Context: an optimization exercise on an open-source flow, tuned for small area. The choices shown serve that exercise and are no tape-out recipe. Where RTL was checked, it was by simulation tests only, not by an equivalence proof against the original. Power and IR drop assume default switching activity.

// vibrometer_tracker
module vibrometer_tracker
(
    input  wire                             clk,
    input  wire                             aresetn,
    input  wire [4:0]                       log_count_extremum,
    input  wire [2:0]                       shift_extremum,
    input  wire [4:0]                       log_scale,
    input  wire                             filter_enable,
    input  wire [4:0]                       log_throttle,
    input  wire [31:0]                      raw_tdata,
    output wire [15:0]                      lower_threshold,
    output wire [15:0]                      upper_threshold,
    output wire [31:0]                      position_tdata,
    output wire                             filter_tvalid,
    output wire [31:0]                      filter_tdata
);
Size: ~3200 cells after synthesis, ~390 flip-flops, roughly 150 I/O pins.
==> module axis_extremum_finder, before the edit <==
module axis_extremum_finder
(
    input  wire                             aclk,
    input  wire                             aresetn,
    input  wire [4:0]                       log_count,
    input  wire [2:0]                       shift,
    output logic [15:0]                     lower_threshold,
    output logic [15:0]                     upper_threshold,
    input  wire [15:0]                      signal_a
);
    logic                                   measure;
    logic  [15:0]                           tmp_min, tmp_max;
    logic  [30:0]                           count;
    wire   [31:0]                           inc;
    wire                                    last;
    wire   [15:0]                           sum, center, d_min, d_max, new_min, new_max;
    wire   [15:0]                           sh_min, sh_max;
    wire   [30:0]                           upper;
    assign upper = 31'h7FFFFFFF << log_count;
    assign last  = (|(count & upper)) | (&(count | upper));
    assign inc   = count + 32'd1;
    vt_add #(.W(16)) u_sum  (.a(tmp_max), .b(tmp_min),  .cin(1'b0), .s(sum));
    assign center = {sum[15], sum[15:1]};
    vt_add #(.W(16)) u_dmin (.a(tmp_min), .b(~center), .cin(1'b1), .s(d_min));
    vt_add #(.W(16)) u_dmax (.a(tmp_max), .b(~center), .cin(1'b1), .s(d_max));
    assign sh_min = $signed(d_min) >>> shift;
    assign sh_max = $signed(d_max) >>> shift;
    vt_add #(.W(16)) u_nmin (.a(sh_min),  .b(center),  .cin(1'b0), .s(new_min));
    vt_add #(.W(16)) u_nmax (.a(sh_max),  .b(center),  .cin(1'b0), .s(new_max));
    always_ff @(posedge aclk) begin
        if (~aresetn) begin
            lower_threshold <= 16'h7FFF;
            upper_threshold <= 16'h8000;
            measure         <= 1'b0;
        end else begin
            if (measure && last) begin
                lower_threshold <= new_min;
                upper_threshold <= new_max;
            end
            measure         <= ~(measure & last);
        end
    end
    always_ff @(posedge aclk) begin
        if (~measure) begin
            tmp_min         <= 16'h7FFF;
            tmp_max         <= 16'h8000;
            count           <= 31'd0;
        end else begin
            if ($signed(signal_a) < $signed(tmp_min))
                tmp_min     <= signal_a;
            if ($signed(signal_a) > $signed(tmp_max))
                tmp_max     <= signal_a;
            count           <= inc[30:0];
        end
    end
endmodule
==> module axis_throttler, before the edit <==
module axis_throttler
(
    input  wire                             aclk,
    input  wire                             aresetn,
    input  wire [4:0]                       log_throttle,
    output logic                            deny,
    output logic                            pass_        
);
    logic [30:0]                            count;
    wire  [31:0]                            inc;
    wire                                    last;
    wire  [30:0]                            upper;
    assign upper = 31'h7FFFFFFF << log_throttle;
    assign last  = (|(count & upper)) | (&(count | upper));
    assign inc   = count + 32'd1;
    always_ff @(posedge aclk) begin
        count <= (aresetn & ~last) ? inc[30:0] : 31'd0;
        deny  <= aresetn & ~last;
        pass_ <= ~aresetn | last;
    end
endmodule
==> module vibrometer_tracker, before the edit <==
module vibrometer_tracker
(
    input  wire                             clk,
    input  wire                             aresetn,
    input  wire [4:0]                       log_count_extremum,
    input  wire [2:0]                       shift_extremum,
    input  wire [4:0]                       log_scale,
    input  wire                             filter_enable,
    input  wire [4:0]                       log_throttle,
    input  wire [31:0]                      raw_tdata,
    output wire [15:0]                      lower_threshold,
    output wire [15:0]                      upper_threshold,
    output wire [31:0]                      position_tdata,
    output wire                             filter_tvalid,
    output wire [31:0]                      filter_tdata
);
    wire                                    deny, pass_;
    axis_extremum_finder axis_extremum_finder (
        .aclk               (clk),
        .aresetn            (aresetn),
        .log_count          (log_count_extremum),
        .shift              (shift_extremum),
        .lower_threshold    (lower_threshold),
        .upper_threshold    (upper_threshold),
        .signal_a           (raw_tdata[15:0])
    );
    axis_position_tracker axis_position_tracker (
        .aclk               (clk),
        .aresetn            (aresetn),
        .lower_threshold    (lower_threshold),
        .upper_threshold    (upper_threshold),
        .log_scale          (log_scale),
        .signal_a           (raw_tdata[15:0]),
        .signal_b           (raw_tdata[31:16]),
        .position           (position_tdata)
    );
    axis_throttler axis_throttler (
        .aclk               (clk),
        .aresetn            (aresetn),
        .log_throttle       (log_throttle),
        .deny               (deny),
        .pass_              (pass_)
    );
    assign filter_tvalid = aresetn & ~deny;
    axis_differentiator axis_differentiator (
        .aclk               (clk),
        .aresetn            (aresetn),
        .enable             (filter_enable),
        .load               (aresetn & pass_),
        .hold               (aresetn & deny),
        .din                (position_tdata),
        .dout               (filter_tdata)
    );
endmodule
==> module vt_add, before the edit <==
module vt_add #
(
    parameter integer                       W = 32
)
(
    input  wire [W-1:0]                     a,
    input  wire [W-1:0]                     b,
    input  wire                             cin,
    output wire [W-1:0]                     s
);
    localparam integer                      LG = (W > 32) ? 6 : (W > 16) ? 5 : (W > 8) ? 4 : (W > 4) ? 3 : (W > 2) ? 2 : 1;
    wire   [W-1:0]                          p, g, gin;
    assign p   = a ^ b;
    assign g   = a & b;
    assign gin = {g[W-1:1], g[0] | (p[0] & cin)};
    genvar k, i;
    for (k = 0; k < 2 * LG; k = k + 1) begin : level
        localparam integer D = (k < LG) ? (1 << k) : (1 << (2 * LG - 1 - k));
        wire [W-1:0] gi, pi, go, po;
        if (k == 0) begin : first
            assign gi = gin;
            assign pi = p;
        end else begin : next
            assign gi = level[k-1].go;
            assign pi = level[k-1].po;
        end
        for (i = 0; i < W; i = i + 1) begin : bit_
            if ((k <  LG && i >= 2 * D - 1 && (i - (2 * D - 1)) % (2 * D) == 0) ||
                (k >= LG && i >= 3 * D - 1 && (i - (3 * D - 1)) % (2 * D) == 0)) begin : op
                assign go[i] = gi[i] | (pi[i] & gi[i - D]);
                assign po[i] = pi[i] & pi[i - D];
            end else begin : pass
                assign go[i] = gi[i];
                assign po[i] = pi[i];
            end
        end
    end
    assign s = p ^ {level[2*LG-1].go[W-2:0], cin};
endmodule
==> module vt_prefix_and, before the edit <==
module vt_prefix_and #
(
    parameter integer                       W = 32
)
(
    input  wire [W-1:0]                     x,
    output wire [W-1:0]                     y
);
    localparam integer                      LG = (W > 32) ? 6 : (W > 16) ? 5 : (W > 8) ? 4 : (W > 4) ? 3 : (W > 2) ? 2 : 1;
    genvar k, i;
    for (k = 0; k < 2 * LG; k = k + 1) begin : level
        localparam integer D = (k < LG) ? (1 << k) : (1 << (2 * LG - 1 - k));
        wire [W-1:0] qi, qo;
        if (k == 0) begin : first
            assign qi = x;
        end else begin : next
            assign qi = level[k-1].qo;
        end
        for (i = 0; i < W; i = i + 1) begin : bit_
            if ((k <  LG && i >= 2 * D - 1 && (i - (2 * D - 1)) % (2 * D) == 0) ||
                (k >= LG && i >= 3 * D - 1 && (i - (3 * D - 1)) % (2 * D) == 0)) begin : op
                assign qo[i] = qi[i] & qi[i - D];
            end else begin : pass
                assign qo[i] = qi[i];
            end
        end
    end
    assign y = {level[2*LG-1].qo[W-2:0], 1'b1};
endmodule
make LEC_CHECK=0 CAP_MARGIN=20 CORE_MARGIN=2 CORE_UTILIZATION=40 SLEW_MARGIN=20 finish   # period 8.0 ns
run.sh (not shown) runs the stock make flow with config.mk's settings and CLKGATE_MAP_FILE= SYNTH_SCRIPT=/design/flow/synth_recipe.tcl, a recipe that flattens the netlist after the stock synthesis.
Edit:
--- a/flow/design.v
+++ b/flow/design.v
@@ -13,16 +13,14 @@
     logic  [15:0]                           tmp_min, tmp_max;
     logic  [30:0]                           count;
     wire   [31:0]                           inc;
     wire                                    last;
     wire   [15:0]                           sum, center, d_min, d_max, new_min, new_max;
     wire   [15:0]                           sh_min, sh_max;
-    wire   [30:0]                           upper;
-    assign upper = 31'h7FFFFFFF << log_count;
-    assign last  = (|(count & upper)) | (&(count | upper));
-    assign inc   = count + 32'd1;
+    vt_add #(.W(32)) u_inc (.a({1'b0, count}), .b(32'd0), .cin(1'b1), .s(inc));
+    assign last = |(inc & (32'hFFFFFFFF << log_count));
     vt_add #(.W(16)) u_sum  (.a(tmp_max), .b(tmp_min),  .cin(1'b0), .s(sum));
     assign center = {sum[15], sum[15:1]};
     vt_add #(.W(16)) u_dmin (.a(tmp_min), .b(~center), .cin(1'b1), .s(d_min));
     vt_add #(.W(16)) u_dmax (.a(tmp_max), .b(~center), .cin(1'b1), .s(d_max));
     assign sh_min = $signed(d_min) >>> shift;
     assign sh_max = $signed(d_max) >>> shift;
@@ -102,26 +100,22 @@
 `timescale 1ns / 1ps
 module axis_throttler
 (
     input  wire                             aclk,
     input  wire                             aresetn,
     input  wire [4:0]                       log_throttle,
-    output logic                            deny,
-    output logic                            pass_        
+    output logic                            deny
 );
     logic [30:0]                            count;
     wire  [31:0]                            inc;
     wire                                    last;
-    wire  [30:0]                            upper;
-    assign upper = 31'h7FFFFFFF << log_throttle;
-    assign last  = (|(count & upper)) | (&(count | upper));
-    assign inc   = count + 32'd1;
+    vt_add #(.W(32)) u_inc (.a({1'b0, count}), .b(32'd0), .cin(1'b1), .s(inc));
+    assign last = |(inc & (32'hFFFFFFFF << log_throttle));
     always_ff @(posedge aclk) begin
         count <= (aresetn & ~last) ? inc[30:0] : 31'd0;
         deny  <= aresetn & ~last;
-        pass_ <= ~aresetn | last;
     end
 endmodule
 `timescale 1ns / 1ps
 module axis_differentiator
 (
     input  wire                             aclk,
@@ -169,13 +163,13 @@
     output wire [15:0]                      lower_threshold,
     output wire [15:0]                      upper_threshold,
     output wire [31:0]                      position_tdata,
     output wire                             filter_tvalid,
     output wire [31:0]                      filter_tdata
 );
-    wire                                    deny, pass_;
+    wire                                    deny;
     axis_extremum_finder axis_extremum_finder (
         .aclk               (clk),
         .aresetn            (aresetn),
         .log_count          (log_count_extremum),
         .shift              (shift_extremum),
         .lower_threshold    (lower_threshold),
@@ -193,21 +187,20 @@
         .position           (position_tdata)
     );
     axis_throttler axis_throttler (
         .aclk               (clk),
         .aresetn            (aresetn),
         .log_throttle       (log_throttle),
-        .deny               (deny),
-        .pass_              (pass_)
+        .deny               (deny)
     );
     assign filter_tvalid = aresetn & ~deny;
     axis_differentiator axis_differentiator (
         .aclk               (clk),
         .aresetn            (aresetn),
         .enable             (filter_enable),
-        .load               (aresetn & pass_),
+        .load               (filter_tvalid),
         .hold               (aresetn & deny),
         .din                (position_tdata),
         .dout               (filter_tdata)
     );
 endmodule
 module vt_add #
@@ -217,13 +210,13 @@
 (
     input  wire [W-1:0]                     a,
     input  wire [W-1:0]                     b,
     input  wire                             cin,
     output wire [W-1:0]                     s
 );
-    localparam integer                      LG = (W > 32) ? 6 : (W > 16) ? 5 : (W > 8) ? 4 : (W > 4) ? 3 : (W > 2) ? 2 : 1;
+    localparam integer                      LG = $clog2(W);
     wire   [W-1:0]                          p, g, gin;
     assign p   = a ^ b;
     assign g   = a & b;
     assign gin = {g[W-1:1], g[0] | (p[0] & cin)};
     genvar k, i;
     for (k = 0; k < 2 * LG; k = k + 1) begin : level
@@ -254,13 +247,13 @@
     parameter integer                       W = 32
 )
 (
     input  wire [W-1:0]                     x,
     output wire [W-1:0]                     y
 );
-    localparam integer                      LG = (W > 32) ? 6 : (W > 16) ? 5 : (W > 8) ? 4 : (W > 4) ? 3 : (W > 2) ? 2 : 1;
+    localparam integer                      LG = $clog2(W);
     genvar k, i;
     for (k = 0; k < 2 * LG; k = k + 1) begin : level
         localparam integer D = (k < LG) ? (1 << k) : (1 << (2 * LG - 1 - k));
         wire [W-1:0] qi, qo;
         if (k == 0) begin : first
             assign qi = x;
The changed run finished clean.
Clock skew hardly moves.
Sequential power falls by about 4%.
Core utilization rises by 0.35 points.
Via count falls by 1.9%.
Power falls by 24%.
Worst setup slack is worse by 0.012 ns.
Synthesized cell count rises by 0.90%.
Cell area rises by 3.0%.
Clock-buffer cell count falls by 3.
Critical path depth falls by 1.
Routed wire length falls by 4.9%.
Flip-flop and latch count falls by 1.
For the second run of this note, only the layout was checked, not whether the RTL still works.

-- re-timing with driven ports --
The results above use ideal ports. As a check the final layouts listed here were re-extracted and re-timed, cells and wires unchanged.
Step 1 sets driving cells, clkbuf_16 on the clock port and buf_2 on the other inputs (assumed; they add their load-dependent delay and slew).
Step 2, shift: input delay + t, output delay - t, t = (earliest + latest rising clock arrival at the registers) / 2. This alone moves slack from input paths to output paths.
Three values: ideal ports, drivers, drivers and shift; two values: the first two.
run	t (ns)	slack for setup (ns)	hold WS [ns]
the first run	0.655	0.457 / 0.457 / 0.457	0.440 / 0.440 / 0.440
the second run	0.659	0.445 / 0.445 / 0.445	0.450 / 0.450 / 0.450
After both steps every run listed still meets setup and hold.
